This is an optimization exercise on Yosys and OpenROAD, whose aim is small area, a short achievable clock period and few clock cycles per item, not a production implementation.
Function was checked by simulation only, so behaviour that the tests miss may differ from the original.
Power and IR drop assume default switching activity.

==> design/flow/run.sh <==
#!/bin/bash
# synth_recipe.tcl (not shown) runs the flow's synth.tcl, then flattens the netlist and writes it again
# the make line also repeats each setting of config.mk as NAME=value (left out here)
make -C /OpenROAD-flow-scripts/flow DESIGN_CONFIG=/design/flow/config.mk WORK_HOME=/design/flow/orfs CLKGATE_MAP_FILE= SYNTH_SCRIPT=/design/flow/synth_recipe.tcl finish
==> design/flow/design.v <==
   module ctrl_regs(	clk_i,
						rstn_i,
						cmd_i,
						cmd_addr_i,
						cmd_data_i,
						cmd_data_o,
			      slv0_pkglen_o,
						slv1_pkglen_o,
						slv2_pkglen_o,
			      slv0_prio_o,
						slv1_prio_o,
						slv2_prio_o,		
						slv0_margin_i,
						slv1_margin_i,
						slv2_margin_i,
					 	slv0_en_o,
						slv1_en_o,
						slv2_en_o);
input clk_i;
input rstn_i;
input [1:0] cmd_i;
input [8-1:0]  cmd_addr_i; 
input [32-1:0]  cmd_data_i;
input [8-1:0] slv0_margin_i;
input [8-1:0] slv1_margin_i;
input [8-1:0] slv2_margin_i;
reg [32-1:0] mem [5:0];
reg [32-1:0] cmd_data_reg;
output  [32-1:0] cmd_data_o;
output  [3-1:0]  slv0_pkglen_o;
output  [3-1:0]  slv1_pkglen_o;
output  [3-1:0]  slv2_pkglen_o;
output  [2-1:0]  slv0_prio_o;
output  [2-1:0]  slv1_prio_o;
output  [2-1:0]  slv2_prio_o;
output   slv0_en_o;
output   slv1_en_o;
output   slv2_en_o;
always @ (posedge clk_i or negedge rstn_i)  
begin 
  if (!rstn_i)
    begin
      mem [3] <= 32'h00000020;    
      mem [4] <= 32'h00000020;
      mem [5] <= 32'h00000020;
    end
    else 
    begin
      mem [3] <= {24'b0,slv0_margin_i};
      mem [4] <= {24'b0,slv1_margin_i};
      mem [5] <= {24'b0,slv2_margin_i};
    end
end
always @ (posedge clk_i or negedge rstn_i)  
begin
	if (!rstn_i)
  begin 
    mem [0] <= 32'h00000007;
    mem [1] <= 32'h00000007;
    mem [2] <= 32'h00000007;
  end
 else if (cmd_i== 2'b10) begin
				case(cmd_addr_i)
				8'h00: mem[0]<= {26'b0,cmd_data_i[5:0]};				
				8'h04: mem[1]<= {26'b0,cmd_data_i[5:0]};			
				8'h08: mem[2]<= {26'b0,cmd_data_i[5:0]};   
				endcase 
			end	
end 
always@ (posedge clk_i or negedge rstn_i)  
  if(!rstn_i)
  	  cmd_data_reg <= 32'b0;
		else if(cmd_i == 2'b01)
      begin       
				case(cmd_addr_i)
				8'h00:		cmd_data_reg  <= mem[0];
				8'h04:		cmd_data_reg  <= mem[1];
				8'h08:	  cmd_data_reg  <= mem[2];					
				8'h10: 		cmd_data_reg  <= mem[3];
				8'h14: 		cmd_data_reg  <= mem[4];
				8'h18: 		cmd_data_reg  <= mem[5];
				endcase
     end
assign  cmd_data_o  = cmd_data_reg;
assign  slv0_pkglen_o  = mem[0][5:3];
assign  slv1_pkglen_o  = mem[1][5:3];
assign  slv2_pkglen_o  = mem[2][5:3];
assign  slv0_prio_o  = mem[0][2:1];
assign  slv1_prio_o  = mem[1][2:1];
assign  slv2_prio_o  = mem[2][2:1];
assign  slv0_en_o = mem[0][0];
assign  slv1_en_o = mem[1][0];
assign  slv2_en_o = mem[2][0];
endmodule
module slave_fifo (
input                       clk_i,                   
input                       rstn_i,                  
input                       chx_valid_i,             
input [31:0]                chx_data_i,              
input                       a2sx_ack_i,              
input                       slvx_en_i,               
output reg                  chx_ready_o,             
output reg [31:0]           slvx_data_o,             
output [5:0]                margin_o,                
output reg                  slvx_val_o,              
output reg                  slvx_req_o 
);
reg [5:0] w_pointer_r;   
reg [5:0] r_pointer_r;   
reg [31:0] mem [0:31];   
wire full_s, empty_s, r_en_s;
wire [5:0] data_cnt_s;
assign full_s = ({~w_pointer_r[5],w_pointer_r[4:0]} == r_pointer_r);
assign empty_s = (w_pointer_r == r_pointer_r);
assign data_cnt_s = (6'd32 - (w_pointer_r - r_pointer_r));
assign margin_o = data_cnt_s;
assign r_en_s = a2sx_ack_i;
always @ (*)  
begin
  if (!full_s && slvx_en_i) chx_ready_o = 1'b1; 
  else chx_ready_o = 1'b0;
end
always @ (*)  
begin
  if (!rstn_i) slvx_req_o = 1'b0;
  else if (!empty_s) slvx_req_o = 1'b1;
  else slvx_req_o = 1'b0;
end
always @ (posedge clk_i or negedge rstn_i)
begin : WRITE_POINTER
  if (!rstn_i) begin
    w_pointer_r <= 6'b0000;
  end else
  if (chx_valid_i && chx_ready_o) begin
    w_pointer_r <= w_pointer_r + 6'b0001;
  end
end
always @ (posedge clk_i or negedge rstn_i)
begin : READ_POINTER
  if (!rstn_i) begin
    r_pointer_r <= 6'b0000;
  end else 
  if (r_en_s && (!empty_s)) begin
    r_pointer_r <= r_pointer_r + 6'b0001;
  end
end
always @ (posedge clk_i or negedge rstn_i)
begin
  if (!rstn_i) slvx_val_o <= 1'b0;
  else if (r_en_s && (!empty_s))
    slvx_val_o <= 1'b1;
  else slvx_val_o <= 1'b0;
end
always  @ (posedge clk_i )
begin : READ_DATA 
  if (rstn_i && r_en_s && (!empty_s)) begin
    slvx_data_o <= mem[r_pointer_r[4:0]];
  end
end
always @ (posedge clk_i)
begin : MEM_WRITE
	if (rstn_i && chx_valid_i && chx_ready_o && slvx_en_i) 
  begin
	  mem[w_pointer_r[4:0]] <= chx_data_i;
	end
end
endmodule 
module arbiter(
input                    clk_i,
input                    rstn_i,
input  [1:0]             slv0_prio_i,
input  [1:0]             slv1_prio_i,
input  [1:0]             slv2_prio_i,
input [2:0] 				 slv0_pkglen_i,
input [2:0]					 slv1_pkglen_i,
input [2:0]					 slv2_pkglen_i,
input  [31:0]            slv0_data_i,
input  [31:0]            slv1_data_i,
input  [31:0]            slv2_data_i,
input                    slv0_req_i,
input                    slv1_req_i,
input                    slv2_req_i,
input                    slv0_val_i,
input                    slv1_val_i,
input                    slv2_val_i,
output                   a2s0_ack_o,
output                   a2s1_ack_o,
output                   a2s2_ack_o,
input                    f2a_id_req_i,
input                    f2a_ack_i,
output                   a2f_val_o,
output [1:0]             a2f_id_o,
output [31:0]            a2f_data_o,
output [2:0] 				 a2f_pkglen_sel_o
);
reg                   a2f_val_r;
reg [1:0]             a2f_id_r;
reg [31:0]            a2f_data_r;
reg [1:0]             id_sel_r;
reg [2:0] 				 a2f_pkglen_sel_r;
always @ (posedge clk_i or negedge rstn_i)
begin : CHANEL_SELECT
  if (!rstn_i) begin
    id_sel_r  <= 2'b11;
    a2f_pkglen_sel_r <= 3'b111;
  end
  else if (f2a_id_req_i)
         case ({slv2_req_i,slv1_req_i,slv0_req_i})  
				3'b001: 	begin 
							id_sel_r <= 2'b00;
							a2f_pkglen_sel_r <= slv0_pkglen_i;
							end 
				3'b010: 	begin
							id_sel_r <= 2'b01;
							a2f_pkglen_sel_r <= slv1_pkglen_i;
							end 
				3'b011: 	begin
							if(slv1_prio_i >= slv0_prio_i) 
								begin
									id_sel_r <= 2'b00;
									a2f_pkglen_sel_r <= slv0_pkglen_i;
								end 
							else 
								begin
									id_sel_r <= 2'b01;
									a2f_pkglen_sel_r <= slv1_pkglen_i;
								end 
							end 
				3'b100: 	begin
								id_sel_r <= 2'b10;
								a2f_pkglen_sel_r <= slv2_pkglen_i;
							end 
				3'b101: 	begin
							if(slv2_prio_i >= slv0_prio_i) 
								begin
									id_sel_r <= 2'b00;
									a2f_pkglen_sel_r <= slv0_pkglen_i;
								end 
							else 
								begin
									id_sel_r <= 2'b10;
									a2f_pkglen_sel_r <= slv2_pkglen_i;
								end 
							end
		     3'b110: 	begin
							if(slv2_prio_i >= slv1_prio_i) 
								begin
									id_sel_r <= 2'b01;
									a2f_pkglen_sel_r <= slv1_pkglen_i;
								end 
							else 
								begin
									id_sel_r <= 2'b10;
									a2f_pkglen_sel_r <= slv2_pkglen_i;
								end 
							end
		     3'b111: 	begin
							      if(slv2_prio_i >= slv0_prio_i && slv1_prio_i >= slv0_prio_i)  
										begin 
											id_sel_r <= 2'b00;
											a2f_pkglen_sel_r <= slv0_pkglen_i;
										end  																														 
							      if(slv2_prio_i >= slv0_prio_i && slv1_prio_i < slv0_prio_i)   
										begin
											id_sel_r <= 2'b01;              																				 
											a2f_pkglen_sel_r <= slv1_pkglen_i;
										end 
							      if(slv2_prio_i < slv0_prio_i && slv2_prio_i >= slv1_prio_i)   
										begin
											id_sel_r <= 2'b01; 																								 
											a2f_pkglen_sel_r <= slv1_pkglen_i;
										end 	
							      if(slv2_prio_i < slv0_prio_i && slv2_prio_i < slv1_prio_i)    
										begin 
											id_sel_r <= 2'b10; 																								 
											a2f_pkglen_sel_r <= slv2_pkglen_i;
										end 
							    end
		     default: 	begin 
								id_sel_r <= 2'b11;
								a2f_pkglen_sel_r <= 3'b111;
							end 
		     endcase 
       else 
			begin
				id_sel_r <= id_sel_r;
				a2f_pkglen_sel_r <= a2f_pkglen_sel_r;
			end 
end 
always@( id_sel_r or slv0_data_i or slv1_data_i or slv2_data_i or
        slv0_val_i or slv1_val_i or slv2_val_i) begin
  case ( id_sel_r)
    2'b00: begin
      a2f_id_r = 2'b00;
      a2f_data_r = slv0_data_i;
      a2f_val_r = slv0_val_i;
    end
    2'b01: begin
      a2f_id_r = 2'b01;
      a2f_data_r = slv1_data_i;
      a2f_val_r = slv1_val_i;
    end
    2'b10: begin
      a2f_id_r = 2'b10;
      a2f_data_r = slv2_data_i;
      a2f_val_r = slv2_val_i;
    end
    default :begin
      a2f_id_r = 2'b11;               
      a2f_data_r = 32'hffff_ffff; 
      a2f_val_r = 1'b0;
    end
  endcase
end
assign a2s0_ack_o = ( id_sel_r == 2'b00)?f2a_ack_i:1'b0;
assign a2s1_ack_o = ( id_sel_r == 2'b01)?f2a_ack_i:1'b0;
assign a2s2_ack_o = ( id_sel_r == 2'b10)?f2a_ack_i:1'b0;
assign  a2f_val_o = a2f_val_r;
assign  a2f_id_o = a2f_id_r;
assign  a2f_data_o = a2f_data_r;
assign  a2f_pkglen_sel_o = a2f_pkglen_sel_r;
endmodule
module formater(
                 input                      clk_i,
                 input                      rstn_i,
				         output                     f2a_ack_o,
                 output                     fmt_id_req_o,
                 input                      a2f_val_i,
                 input    [1:0]             a2f_id_i,
                 input    [31:0]            a2f_data_i,
					       input 	  [2:0] 				  pkglen_sel_i,
				        input                      fmt_grant_i,
                output   [1:0]             fmt_chid_o,                  
                output   [5:0]             fmt_length_o,                  
                output                     fmt_req_o,
                output   [31:0]            fmt_data_o,
                output                     fmt_start_o,
                output                     fmt_end_o
               );
reg [5:0]     length_r;
reg [31:0]    fmt_fifo [0:31];
reg [5:0]     cnt_rec_r;
reg [5:0]     cnt_sen_r;
reg [31:0]    slv0_buffer_r;
reg [31:0]    slv1_buffer_r;
reg [31:0]    slv2_buffer_r;
reg [31:0]    fmt_data_r;
reg [2:0]     c_state, n_state;
reg buffer0_val_r;
reg buffer1_val_r;
reg buffer2_val_r;
reg fmt_end_r;
reg fmt_start_r;
reg fmt_req_r;
reg fmt_ack_r;
reg fmt_send_r;
reg fmt_id_req_r;
always @ (*)   						
begin
  if (!rstn_i) length_r = 6'd32;
  else 
  case (pkglen_sel_i) 
    3'd0 : length_r = 6'd4;
    3'd1 : length_r = 6'd8;
    3'd2 : length_r = 6'd16;
    3'd3 : length_r = 6'd32;
    default : length_r = 6'd32;
  endcase
end 
always @ (posedge clk_i or negedge rstn_i)
begin
  if (!rstn_i) cnt_rec_r <= 1'b0;
  else if (fmt_id_req_r) cnt_rec_r <= 1'b0;
  else 
  case (a2f_id_i)
    2'b00 : if ((a2f_val_i | buffer0_val_r) && fmt_ack_r) cnt_rec_r <= cnt_rec_r + 1'b1;
    2'b01 : if ((a2f_val_i | buffer1_val_r) && fmt_ack_r) cnt_rec_r <= cnt_rec_r + 1'b1;
    2'b10 : if ((a2f_val_i | buffer2_val_r) && fmt_ack_r) cnt_rec_r <= cnt_rec_r + 1'b1;
    default : cnt_rec_r <= cnt_rec_r;
  endcase 
end 
always @ (posedge clk_i or negedge rstn_i)
begin
  if (!rstn_i) begin
                      slv0_buffer_r <= 32'hffff_ffff; 
					            buffer0_val_r <= 1'b0;
                      slv1_buffer_r <= 32'hffff_ffff;
					            buffer1_val_r <= 1'b0;
                      slv2_buffer_r <= 32'hffff_ffff;
					            buffer2_val_r <= 1'b0;
                end 
  else if (fmt_ack_r) 
        case (a2f_id_i)
              2'b00 : if (buffer0_val_r && fmt_ack_r) buffer0_val_r <= 1'b0;
              2'b01 : if (buffer1_val_r && fmt_ack_r) buffer1_val_r <= 1'b0;
              2'b10 : if (buffer2_val_r && fmt_ack_r) buffer2_val_r <= 1'b0;
        endcase
    else 
      case (a2f_id_i)
            2'b00 : if (a2f_val_i && !fmt_ack_r) begin slv0_buffer_r <= a2f_data_i; buffer0_val_r <= 1'b1; end
            2'b01 : if (a2f_val_i && !fmt_ack_r) begin slv1_buffer_r <= a2f_data_i; buffer1_val_r <= 1'b1; end
            2'b10 : if (a2f_val_i && !fmt_ack_r) begin slv2_buffer_r <= a2f_data_i; buffer2_val_r <= 1'b1; end 
      endcase 
end 
always @ (posedge clk_i)
begin
  if (rstn_i && fmt_ack_r)
        case (a2f_id_i)
              2'b00 : if (buffer0_val_r) fmt_fifo[cnt_rec_r[4:0]] <= slv0_buffer_r;
              else if (a2f_val_i) fmt_fifo[cnt_rec_r[4:0]] <= a2f_data_i;
              2'b01 : if (buffer1_val_r) fmt_fifo[cnt_rec_r[4:0]] <= slv1_buffer_r;
              else if (a2f_val_i) fmt_fifo[cnt_rec_r[4:0]] <= a2f_data_i;
              2'b10 : if (buffer2_val_r) fmt_fifo[cnt_rec_r[4:0]] <= slv2_buffer_r;
              else if (a2f_val_i) fmt_fifo[cnt_rec_r[4:0]] <= a2f_data_i;
        endcase
end
always @ (posedge clk_i or negedge rstn_i)
begin 
  if (!rstn_i) cnt_sen_r <= 1'b0;
  else if (fmt_id_req_r) cnt_sen_r <= 1'b0;
  else if (fmt_send_r) cnt_sen_r <= cnt_sen_r + 1'b1;
end 
always @ (*)
begin
	if (!rstn_i) fmt_data_r <= 32'hffff_ffff;
	else if (fmt_send_r) fmt_data_r <= fmt_fifo[cnt_sen_r[4:0]];
	else fmt_data_r <= 32'hffff_ffff;
end 
parameter FMT_REQ = 3'b000;
parameter FMT_WAIT_GRANT = 3'b001;
parameter FMT_START = 3'b011;
parameter FMT_SEND = 3'b010;
parameter FMT_END = 3'b110;
parameter FMT_IDLE = 3'b111;
always @ (posedge clk_i or negedge rstn_i)
if (!rstn_i) c_state <= FMT_IDLE;
else c_state <= n_state;
always @ (*)                       
begin
	if (!rstn_i) 
	n_state = FMT_IDLE;
	else case (c_state)
	FMT_IDLE : 	begin
						if (cnt_rec_r == length_r - 2'd1)  
							n_state = FMT_REQ;       
						else 
							n_state = FMT_IDLE;
					end 
	FMT_REQ : if(cnt_rec_r >= length_r)	n_state = FMT_WAIT_GRANT;
            else n_state = FMT_REQ;
	FMT_WAIT_GRANT : 	begin
								if(fmt_grant_i) n_state = FMT_START;
								else n_state = FMT_WAIT_GRANT;
							end 
	FMT_START :  n_state = FMT_SEND ;
	FMT_SEND  : 	begin
							if (cnt_sen_r == length_r - 2'd2) n_state = FMT_END;
							else n_state = FMT_SEND;
						end 
	FMT_END : n_state = FMT_IDLE;	
	default : n_state = FMT_IDLE;
	endcase 
end 
always @ (*)
begin
  if (!rstn_i)begin
                fmt_end_r = 1'b0;
                fmt_start_r = 1'b0;
                fmt_req_r = 1'b0;
                fmt_ack_r = 1'b0;
                fmt_send_r = 1'b0;
                fmt_id_req_r = 1'b1;
              end
  else case (c_state)
    FMT_IDLE : begin
      if (a2f_id_i != 2'b11) fmt_ack_r = 1'b1;
      else fmt_ack_r = 1'b0;
      if (a2f_id_i == 2'b11) fmt_id_req_r = 1'b1;
      else fmt_id_req_r = 1'b0;
      fmt_end_r = 1'b0;
      fmt_start_r = 1'b0;
      fmt_req_r = 1'b0;
      fmt_send_r = 1'b0;
    end 
    FMT_REQ : begin
      if (cnt_rec_r >= length_r)  fmt_ack_r = 1'b0;
      else fmt_ack_r = 1'b1;
      fmt_req_r = 1'b1;
      fmt_end_r = 1'b0;
      fmt_start_r = 1'b0;
      fmt_send_r = 1'b0;
      fmt_id_req_r = 1'b0;
    end
    FMT_WAIT_GRANT : begin
      fmt_req_r = 1'b1;
      fmt_ack_r = 1'b0;
      fmt_start_r = 1'b0;
      fmt_end_r = 1'b0;
      fmt_send_r = 1'b0;
      fmt_id_req_r = 1'b0;
    end
    FMT_START : begin
      fmt_req_r = 1'b0;
      fmt_ack_r = 1'b0;
      fmt_start_r = 1'b1;
      fmt_end_r = 1'b0;
      fmt_send_r = 1'b1;
      fmt_id_req_r = 1'b0;
    end
    FMT_SEND : begin
      fmt_req_r = 1'b0;
      fmt_ack_r = 1'b0;
      fmt_start_r = 1'b0;
      fmt_end_r = 1'b0;
      fmt_send_r = 1'b1;
      fmt_id_req_r = 1'b0;
    end
    FMT_END : begin 
      fmt_req_r = 1'b0;
      fmt_ack_r = 1'b0;
      fmt_start_r = 1'b0;
      fmt_end_r = 1'b1;
      fmt_send_r = 1'b1;
      fmt_id_req_r = 1'b1;
    end
    default : begin
      fmt_req_r = 1'b0;
      fmt_ack_r = 1'b0;
      fmt_start_r = 1'b0;
      fmt_end_r = 1'b0;
      fmt_send_r = 1'b0;
      fmt_id_req_r = 1'b0;
    end
  endcase 
end  
assign fmt_id_req_o = fmt_id_req_r;
assign fmt_chid_o = a2f_id_i;
assign fmt_length_o = length_r;
assign fmt_req_o = fmt_req_r;
assign fmt_start_o = fmt_start_r;
assign fmt_end_o = fmt_end_r; 
assign f2a_ack_o = fmt_ack_r;
assign fmt_data_o = fmt_data_r;
endmodule 
module mcdf(
  input clk_i,
  input rstn_i,
  input [1:0]  cmd_i,
  input [8-1:0] cmd_addr_i,
  input [32-1:0] cmd_data_i,
  output[32-1:0] cmd_data_o,
  input [31:0] ch0_data_i,
  input  ch0_vld_i,
  input [31:0] ch1_data_i,
  input  ch1_vld_i,
  input [31:0] ch2_data_i,
  input  ch2_vld_i,
  output  ch0_ready_o,
  output  ch1_ready_o,
  output  ch2_ready_o,
  input  fmt_grant_i,
  output [1:0] fmt_chid_o,
  output fmt_req_o,
  output [5:0]  fmt_length_o,
  output [31:0] fmt_data_o,
  output fmt_start_o,
  output fmt_end_o );
wire  slv0_en_s;
wire  slv1_en_s;
wire  slv2_en_s;
wire [5:0] slv0_margin_s;
wire [5:0] slv1_margin_s;
wire [5:0] slv2_margin_s;
wire [2-1:0] slv0_prio_s;
wire [2-1:0] slv1_prio_s;
wire [2-1:0] slv2_prio_s;
wire  [3-1:0]  slv0_pkglen_s;
wire  [3-1:0]  slv1_pkglen_s;
wire  [3-1:0]  slv2_pkglen_s;
wire [31:0]  slv0_data_s;
wire [31:0]  slv1_data_s;
wire [31:0]  slv2_data_s;
wire slv0_req_s;
wire slv1_req_s;
wire slv2_req_s;
wire slv0_val_s;
wire slv1_val_s;
wire slv2_val_s;
wire a2s0_ack_s;
wire a2s1_ack_s;
wire a2s2_ack_s;
wire   			f2a_ack_s;
wire    			a2f_val_s;
wire    			f2a_id_req_s;
wire[31:0] 		a2f_data_s;
wire[1:0]   	a2f_id_s;
wire[2:0] 		pkglen_sel_s;
ctrl_regs ctrl_regs_inst(
	.clk_i(clk_i),   
	.rstn_i(rstn_i),
	.cmd_i(cmd_i),
	.cmd_addr_i(cmd_addr_i),
	.cmd_data_i(cmd_data_i),
	.cmd_data_o(cmd_data_o),
	.slv0_pkglen_o(slv0_pkglen_s),
	.slv1_pkglen_o(slv1_pkglen_s),
	.slv2_pkglen_o(slv2_pkglen_s),
	.slv0_prio_o(slv0_prio_s),
	.slv1_prio_o(slv1_prio_s),
	.slv2_prio_o(slv2_prio_s),		
	.slv0_margin_i({2'b0, slv0_margin_s}),
	.slv1_margin_i({2'b0, slv1_margin_s}),
	.slv2_margin_i({2'b0, slv2_margin_s}),
	.slv0_en_o(slv0_en_s),
	.slv1_en_o(slv1_en_s),
	.slv2_en_o(slv2_en_s));
 slave_fifo slv0_inst(
         .clk_i(clk_i),
         .rstn_i(rstn_i),
         .chx_data_i(ch0_data_i),
         .chx_valid_i(ch0_vld_i),
         .chx_ready_o(ch0_ready_o),
         .slvx_en_i(slv0_en_s),
         .margin_o(slv0_margin_s),
         .a2sx_ack_i(a2s0_ack_s),
         .slvx_req_o(slv0_req_s),
         .slvx_val_o(slv0_val_s),
         .slvx_data_o(slv0_data_s)
          );
 slave_fifo slv1_inst(
         .clk_i(clk_i),
         .rstn_i(rstn_i),
         .chx_data_i(ch1_data_i),
         .chx_valid_i(ch1_vld_i),
         .chx_ready_o(ch1_ready_o),
         .slvx_en_i(slv1_en_s),
         .margin_o(slv1_margin_s),
         .slvx_req_o(slv1_req_s),
         .a2sx_ack_i(a2s1_ack_s),
         .slvx_val_o(slv1_val_s),
         .slvx_data_o(slv1_data_s)
          );
 slave_fifo slv2_inst(
         .clk_i(clk_i),
         .rstn_i(rstn_i),
         .chx_data_i(ch2_data_i),
         .chx_valid_i(ch2_vld_i),
         .chx_ready_o(ch2_ready_o),
         .slvx_en_i(slv2_en_s),
         .margin_o(slv2_margin_s),
         .slvx_req_o(slv2_req_s),
         .a2sx_ack_i(a2s2_ack_s),
         .slvx_val_o(slv2_val_s),
         .slvx_data_o(slv2_data_s)
          );
arbiter arbiter_inst(
  .clk_i(clk_i),
  .rstn_i(rstn_i),
  .slv0_prio_i(slv0_prio_s),
  .slv1_prio_i(slv1_prio_s),
  .slv2_prio_i(slv2_prio_s),
  .slv0_data_i(slv0_data_s),
  .slv1_data_i(slv1_data_s),
  .slv2_data_i(slv2_data_s),
  .slv0_req_i(slv0_req_s),
  .slv1_req_i(slv1_req_s),
  .slv2_req_i(slv2_req_s),
  .slv0_val_i(slv0_val_s),
  .slv1_val_i(slv1_val_s),
  .slv2_val_i(slv2_val_s),
  .slv0_pkglen_i(slv0_pkglen_s),
  .slv1_pkglen_i(slv1_pkglen_s),
  .slv2_pkglen_i(slv2_pkglen_s),  
  .a2s0_ack_o(a2s0_ack_s),
  .a2s1_ack_o(a2s1_ack_s),
  .a2s2_ack_o(a2s2_ack_s),
  .a2f_pkglen_sel_o(pkglen_sel_s),
  .f2a_ack_i(f2a_ack_s),
  .f2a_id_req_i(f2a_id_req_s),
  .a2f_val_o(a2f_val_s),
  .a2f_id_o(a2f_id_s),
  .a2f_data_o(a2f_data_s)
);
formater formater_inst(
                 .clk_i(clk_i),
                 .rstn_i(rstn_i),
                 .a2f_val_i(a2f_val_s),
					       .pkglen_sel_i(pkglen_sel_s),
                 .a2f_id_i(a2f_id_s),
                 .a2f_data_i(a2f_data_s),                          
                 .f2a_ack_o(f2a_ack_s),
                 .fmt_id_req_o(f2a_id_req_s),
                 .fmt_chid_o(fmt_chid_o),                  
                 .fmt_length_o(fmt_length_o),                  
                 .fmt_req_o(fmt_req_o),
                 .fmt_grant_i(fmt_grant_i),
                 .fmt_data_o(fmt_data_o),
                 .fmt_start_o(fmt_start_o),
                 .fmt_end_o(fmt_end_o)
                  );
endmodule
==> design/flow/config.mk <==
export PLATFORM = sky130hd
export DESIGN_NAME = mcdf
export DESIGN_NICKNAME = mcdf
export VERILOG_FILES = /design/flow/design.v
export SDC_FILE = /design/flow/constraint.sdc
export NUM_CORES = 4
export LEC_CHECK = 0
export CAP_MARGIN = 20
export CORE_MARGIN = 2
export CORE_UTILIZATION = 45
export PLACE_DENSITY = 0.6
export SLEW_MARGIN = 20
==> design/flow/constraint.sdc <==
create_clock -name core_clock -period 6.0 [get_ports {clk_i}]
set_input_delay 1.2000 -clock core_clock [delete_from_list [all_inputs] [get_ports {clk_i}]]
set_output_delay 1.2000 -clock core_clock [all_outputs]
set_load 0.01 [all_outputs]
==> flow_metrics.py <==
metrics = {
    "drt": {
        "firstDrtPassIters": 5,
        "num_vias": 78100,
        "routed_via_density": 5.93,
        "route.detailed.wl_per_inst_um": 31.4,
        "wl_um": 414000,
        "remaining_drc_errors": 0,
        "drt_iter0_drc": 8270,
        "postRouteAntennaNets": 0,
    },
    "die": {
        "die_h_um": 618,
        "die-area_mm2": 0.382,
        "core-area_mm2": 0.376,
        "die-width_um": 618,
        "io_pins": 222,
        "rows": 225,
        "start_util_pct": 45.2,
    },
    "logic_synthesis": {
        "syn_area_mm2": 0.170,
        "synth_edf_count": 4192,
        "synth.area.top_cells": "edfxtp_1, mux4_2, dfstp_2, dfrtp_1, mux2_2",
        "synth_top_cell_area_share_pct": 74.1,
        "synth_warnings": 5,
        "synth_top_cell_by_area": "edfxtp_1",
        "synth_cell_types": 64,
        "synth_ff_type": "edfxtp_1",
        "ys_ff_latch": 4392,
        "synthArstFlopShare_pct": 4.55,
        "ys_seq_area_share_pct": 77.2,
        "synth_cells": 7290,
        "avgSynthCellArea_um2": 23.3,
    },
    "min_path": {
        "hold_depth": 2,
        "min_path_type": "reg -> reg",
        "min-delay-start": "formater_inst.slv1_buffer_r[31]$_DFFE_PN1P_",
        "hold_path_end": "formater_inst.slv1_buffer_r[31]$_DFFE_PN1P_",
    },
    "global_route": {
        "overflow": 0,
        "grt_max_degree": 154,
        "grt_pass1_wl_um": 591000,
        "grt_use_total_pct": 21.6,
        "antenna_found_initial": 51,
        "grt_pass1_vias": 80000,
    },
    "critical_path": {
        "r2r-end": "formater_inst.fmt_fifo[13][30]$_DFFE_PP_",
        "cp-start-kind": "register",
        "r2r_cells": 12,
        "r2r_setup_slack_ps": 1640,
        "critical_path_arrival_ps": 4550,
        "crit_type": "reg -> out",
        "rr_startpoint": "arbiter_inst.a2f_pkglen_sel_r[2]$_DFFE_PN1P_",
        "cp_max_fo": 31,
        "crit_path_end_kind": "output port",
        "critPathRequiredTime_ps": 4800,
    },
    "power": {
        "clockPowerShare_pct": 33.1,
        "p_comb_share_pct": 21.9,
        "p_sw_share_pct": 26.7,
        "p_seq_share_pct": 45.0,
        "power.leakage_nw": 59.9,
        "p_int_w": 0.0591,
        "p_switching_w": 0.0215,
        "ir_drop_v": 0.000357,
        "power.density_mw_per_mm2": 415,
    },
    "timing": {
        "setup_tns_ps": 0,
        "rsz0062_at_grt": "no",
        "fmax_mhz": 174,
        "hold_viol": 0,
        "finalCritPeriodShare_pct": 95.8,
        "finalMaxSlewViolations": 0,
        "skew_ps": 72.9,
        "final-setup-viol-count": 0,
        "slew_headroom_pct": 23.9,
        "fin_crit_ps": 5750,
        "worstMarginPinSlew_ps": 1140,
    },
    "clock_tree": {
        "cts-resized-gates": 0,
        "cts_hold_buf": 1,
        "numCtsBuffers": 440,
        "cts_max_level": 5,
        "worstSkewPairLatency_ps": 1010,
        "cts.clk_slew.worst_paths_ps": 60,
        "clock_sinks": 4392,
        "tritoncts": "built",
        "post-cts-setup-buffers": 0,
        "cts-root-buf": "clkbuf_16",
        "cts_buffer_depth": 4,
    },
    "outcome": {
        "status": "timing/DRC/antenna clean",
    },
    "placement": {
        "dpl_cell_area_mm2": 0.180,
        "gp_congestion": 0.842,
        "port_buffers": 167,
        "dp_hpwl_um": 236000,
    },
    "finish": {
        "layout_commonest_cell": "edfxtp_1",
        "syn2layout_area_growth_pct": 14.3,
        "fill_cells": 29000,
        "mostFrequentLayoutCells": "edfxtp_1, mux4_2, clkbuf_16",
        "finalInstanceArea_mm2": 0.194,
        "nNetsFinal": 7993,
        "drive_above_1_share_pct": 32.1,
    },
    "job": {
        "drv_cap": 0,
    },
}
-- worst max-delay path, cell delays in order (launching register included) --
cell and delay [ps]:
dfrtp_4 720, buf_4 590, mux4_2 570, mux4_2 520, mux2i_1 490, nand2_1 120, clkdlybuf4s50_1 530
-- synthesized netlist by cell type, types with 24 or more instances --
library cell and number:
edfxtp_1 4192, mux4_2 1280, clkbuf_1 227, nand2_1 204, o21ai_0 136, nor2_1 135, mux2_2 117, dfstp_2 116
buf_2 89, dfrtp_1 84, ha_1 65, buf_4 55, inv_1 50, and3_1 49, xnor2_1 49, a211oi_1 42
mux2i_1 34, a22o_1 32, a21oi_1 31, a221oi_1 31, nand3_1 31, buf_1 30, nor2b_1 28, o22ai_1 24
-- per-layer routing --
layer  GRT usage (%)  share of wire, %  vias up  routed length [um]
met5               0             0.025        -                 103
met4            6.24               3.2       18               13100
met3            3.35               6.3      608               25900
met2            35.6                50     2666              206000
met1            30.0                41    42800              169000
li1                -                 -    32000                   -
-- area by class of cell --
class	instances	area (um2)	share of cell area [%]
diodes	13	32.5	0.0168
clock buffers	568	11800	6.10
clock inverters	246	2140	1.10
inverters	50	188	0.0967
multi-input cells	2456	37800	19.5
flip-flops and latches	4392	131000	67.5
well taps	4994	6250	3.22
repair buffers	441	4800	2.47
-- cell families (layout without fill, tap and decap cells) --
family	count (synthesis)	in the layout	share of synthesized area, %
AO/OA/AOI/OAI	355	355	1.37
XOR/XNOR	60	60	0.309
adder cells (fa/ha/maj)	68	68	0.514
buffers and inverters	469	1305	1.29
flip-flops	4392	4392	77.2
multiplexers	1431	1431	18.0
other	1	41	0.00221
AND/OR/NAND/NOR	514	514	1.38
-- power groups by stage --
| stage | logic [W] | registers (W) | clock network, W |
|---|---|---|---|
| after floorplan | 0.0121 | 0.0366 | 0 |
| after global placement | 0.0174 | 0.0369 | 0 |
| after detailed placement | 0.0176 | 0.0369 | 0 |
| after CTS | 0.0177 | 0.0363 | 0.0272 |
| after global routing | 0.0188 | 0.0363 | 0.0283 |
| final | 0.0176 | 0.0363 | 0.0267 |
-- worst max-delay path by stage --
stage / start / to / slack (ps) / cells past startpoint
finish: formater_inst.cnt_sen_r[0]$_DFFE_PN0P_ / fmt_data_o[27] / 250 / 6
global placement: rstn_i / formater_inst.fmt_fifo[16][26]$_DFFE_PP_ / 620 / 13
CTS: formater_inst.cnt_sen_r[0]$_DFFE_PN0P_ / fmt_data_o[27] / 140 / 6
floorplan: rstn_i / formater_inst.fmt_fifo[0][2]$_DFFE_PP_ / 800 / 11
global route: formater_inst.cnt_sen_r[0]$_DFFE_PN0P_ / fmt_data_o[17] / 20 / 7
detailed placement: rstn_i / formater_inst.fmt_fifo[17][24]$_DFFE_PP_ / 500 / 13
-- through the flow --
step                      setup WS, ps  total power (W)  hold WS (ps)  cells  utilization, %
after floorplan                    803           0.0487           458   7317               -
after global placement             624           0.0543           465  12300            47.9
after detailed placement           504           0.0545           474  12300            47.9
after CTS                          142           0.0812           483  13100            51.7
after global routing              19.0           0.0835           489  13200            51.7
final                              251           0.0806           480  13200            51.7
Testbench counts, summed over its fixed seeds: cycles 6,876, items 3,072.

-- port drivers added, routing unchanged --
In the flow no input, the clock included, has a driving cell. The finished layout below was timed again as built, in two steps.
Step 1, drivers: a clkbuf_16 drives clk_i and a buf_2 each remaining input, both assumed.
Step 2 moves the port delays by t, midway between the first and last clock arrival at a register: inputs arrive t later, outputs are due t later. That takes back most of the time a late clock gives input paths.
a / b / c = ideal / step 1 / step 2; a / b = the first two.
t (ns): 1.077
slack for setup (ns): 0.251 / 0.142 / -0.094
hold WS [ns]: 0.480 / 0.480 / 0.480
worst setup path at the end: input to register
worst data-port slew with drivers (ns): 0.25
With both steps, setup timing fails in this run, where it was met with ideal ports. For this run, drivers alone change the setup slack by -0.109 ns; drivers and shift together by -0.345 ns.
